Context: an optimization exercise on an open-source flow, tuned for small area. The choices shown serve that exercise and are no tape-out recipe.
The RTL was checked by simulation tests, not by an equivalence proof against the original design.
Power and IR drop assume default switching activity.

## rv16_core
module rv16_core (
    input         clk,
    input         rst,
    output [15:0] imem_addr,
    input  [31:0] imem_rdata,
    output [15:0] dmem_addr,
    output [15:0] dmem_wdata,
    output        dmem_we,
    output        dmem_re,
    input  [15:0] dmem_rdata
);
==> module c_oai22, before the edit <==
module c_oai22 (input a1, a2, b1, b2, output y); assign y = ~((a1 | a2) & (b1 | b2)); endmodule
==> module alu, before the edit <==
module alu (
    input  [15:0] a,
    input  [15:0] b,
    input         sub,       
    input         s_sum,     
    input         s_g,       
    input         s_p,       
    input         s_ltu,     
    input         ld,        
    input  [15:0] ld_data,
    output [15:0] sum,
    output [15:0] wd,        
    output [15:0] wd2,       
    output        eq         
);
    wire [15:0] t, p, g, rn, ln;
    wire [16:0] c;           
    assign c[0] = sub;
    genvar k;
    generate
        for (k = 0; k < 16; k = k + 1) begin : bit_
            c_xor2  u_t (.a(b[k]), .b(sub), .y(t[k]));
            c_xor2  u_p (.a(a[k]), .b(t[k]), .y(p[k]));
            if (k % 2 == 0) begin : ev
                c_and2  u_g (.a(a[k]), .b(t[k]), .y(g[k]));
                c_oai22 u_c (.a1(a[k]), .a2(t[k]), .b1(g[k]), .b2(c[k]), .y(c[k+1]));
                c_xor2  u_s (.a(p[k]), .b(c[k]), .y(sum[k]));
            end else begin : od
                wire gn;   
                c_nor2  u_gn (.a(a[k]), .b(t[k]), .y(gn));
                c_nor2  u_g  (.a(p[k]), .b(gn), .y(g[k]));
                c_aoi21 u_c  (.a1(p[k]), .a2(c[k]), .b1(gn), .y(c[k+1]));
                c_xnor2 u_s  (.a(p[k]), .b(c[k]), .y(sum[k]));
            end
            c_aoi222 u_r (.a1(s_sum), .a2(sum[k]), .b1(s_g), .b2(g[k]),
                          .c1(s_p), .c2(p[k]), .y(rn[k]));
            c_nand2 u_l (.a(ld), .b(ld_data[k]), .y(ln[k]));
            if (k == 0) begin : b0
                wire ltn;
                assign ltn = ~(s_ltu & ~c[16]);
                assign wd[k]  = ~(rn[k] & ln[k] & ltn);
                assign wd2[k] = ~(rn[k] & ln[k] & ltn);
            end else begin : bn
                c_nand2 u_w  (.a(rn[k]), .b(ln[k]), .y(wd[k]));
                c_nand2 u_w2 (.a(rn[k]), .b(ln[k]), .y(wd2[k]));
            end
        end
    endgenerate
    assign eq = ~|p;
endmodule
==> module pc_add, before the edit <==
module pc_add (
    input  [15:1] pc,
    input  [15:1] offs,
    output [15:1] sum
);
    wire [15:1] p, g;
    wire [16:1] c;           
    assign c[1] = 1'b0;
    genvar k;
    generate
        for (k = 1; k < 16; k = k + 1) begin : bit_
            c_xor2 u_p (.a(pc[k]), .b(offs[k]), .y(p[k]));
            if (k == 1) begin : first
                c_nand2 u_c (.a(pc[k]), .b(offs[k]), .y(c[k+1]));
                assign sum[k] = p[k];
            end else if (k % 2 == 1) begin : od
                c_and2  u_g (.a(pc[k]), .b(offs[k]), .y(g[k]));
                c_oai22 u_c (.a1(pc[k]), .a2(offs[k]), .b1(g[k]), .b2(c[k]), .y(c[k+1]));
                c_xor2  u_s (.a(p[k]), .b(c[k]), .y(sum[k]));
            end else begin : ev
                wire gn;
                c_nor2  u_gn (.a(pc[k]), .b(offs[k]), .y(gn));
                c_aoi21 u_c  (.a1(p[k]), .a2(c[k]), .b1(gn), .y(c[k+1]));
                c_xnor2 u_s  (.a(p[k]), .b(c[k]), .y(sum[k]));
            end
        end
    endgenerate
endmodule
Settings: LEC_CHECK=0, CAP_MARGIN=20, CORE_MARGIN=2, CORE_UTILIZATION=60, CTS_CLUSTER_DIAMETER=100, CTS_CLUSTER_SIZE=30, SLEW_MARGIN=20, SYNTH_HIERARCHICAL=1, SYNTH_MINIMUM_KEEP_SIZE=0; clock period 11.0 ns.
standard.sh (not shown) runs the stock make flow with config.mk's settings and CLKGATE_MAP_FILE= SYNTH_SCRIPT=/design/flow/synth_recipe.tcl, a recipe that flattens the netlist after the stock synthesis.
==> flow/flow/run.sh <==
#!/bin/bash
# The standard layout, with the smallest buffer on the ports and no dummy
# loads in the clock tree.
set -euo pipefail
bash standard.sh BUFFER_PORTS_ARGS="-buffer_cell sky130_fd_sc_hd__buf_1" \
  CTS_ARGS="-sink_clustering_enable -repair_clock_nets -sink_clustering_size 30 -sink_clustering_max_diameter 100 -dont_use_dummy_load" \
  finish > make.log 2>&1
Next try:
--- a/flow/design.v
+++ b/flow/design.v
@@ -5,5 +5,4 @@
 module c_nor2  (input a, b, output y); assign y = ~(a | b);  endmodule
 module c_aoi21 (input a1, a2, b1, output y); assign y = ~((a1 & a2) | b1); endmodule
-module c_oai22 (input a1, a2, b1, b2, output y); assign y = ~((a1 | a2) & (b1 | b2)); endmodule
 module c_aoi222 (input a1, a2, b1, b2, c1, c2, output y);
     assign y = ~((a1 & a2) | (b1 & b2) | (c1 & c2));
@@ -34,5 +33,5 @@
             if (k % 2 == 0) begin : ev
                 c_and2  u_g (.a(a[k]), .b(t[k]), .y(g[k]));
-                c_oai22 u_c (.a1(a[k]), .a2(t[k]), .b1(g[k]), .b2(c[k]), .y(c[k+1]));
+                c_aoi21 u_c (.a1(p[k]), .a2(c[k]), .b1(g[k]), .y(c[k+1]));
                 c_xor2  u_s (.a(p[k]), .b(c[k]), .y(sum[k]));
             end else begin : od
@@ -123,5 +122,5 @@
             end else if (k % 2 == 1) begin : od
                 c_and2  u_g (.a(pc[k]), .b(offs[k]), .y(g[k]));
-                c_oai22 u_c (.a1(pc[k]), .a2(offs[k]), .b1(g[k]), .b2(c[k]), .y(c[k+1]));
+                c_aoi21 u_c (.a1(p[k]), .a2(c[k]), .b1(g[k]), .y(c[k+1]));
                 c_xor2  u_s (.a(p[k]), .b(c[k]), .y(sum[k]));
             end else begin : ev
Die area is about the same.
Clock power climbs by about 1%.
Synthesized area hardly moves.
Setup slack gets better by 0.16 ns.
Fmax came out higher by 1.5%.
Sequential share of layout area hardly moves.
Routed wire length went up by 1.1%.
Non-clock buffer count shrinks by 11.
Global-route usage rose by 0.42 points.
Sequential power hardly moves.
Cell count rose by 1.5%.
Power climbs by 0.61%.

==> port drivers added, routing unchanged <==
Ports are ideal in the flow. The routed layouts listed here were re-timed in OpenROAD.
Step 1 sets driving cells, clkbuf_16 on the clock port and buf_2 on the other inputs (assumed; they add their load-dependent delay and slew).
Step 2, shift: input delay + t, output delay - t, t = (earliest + latest rising clock arrival at the registers) / 2. This alone moves slack from input paths to output paths.
a / b / c = no drivers / after step 1 / after step 2; a / b = the first two.
run | t (ns) | slack for setup (ns) | worst setup path at the end | slew at the worst register clock pin (ns)
the first run | 0.607 | 0.216 / 0.174 / 0.067 | input to register | 0.12 / 0.12
the second run | 0.619 | 0.377 / 0.339 / 0.339 | input to output | 0.12 / 0.12
After both steps every run listed still meets setup and hold. The setup slack of the first run, which loses most, moves by -0.042 ns with the drivers and by -0.149 ns with both steps.
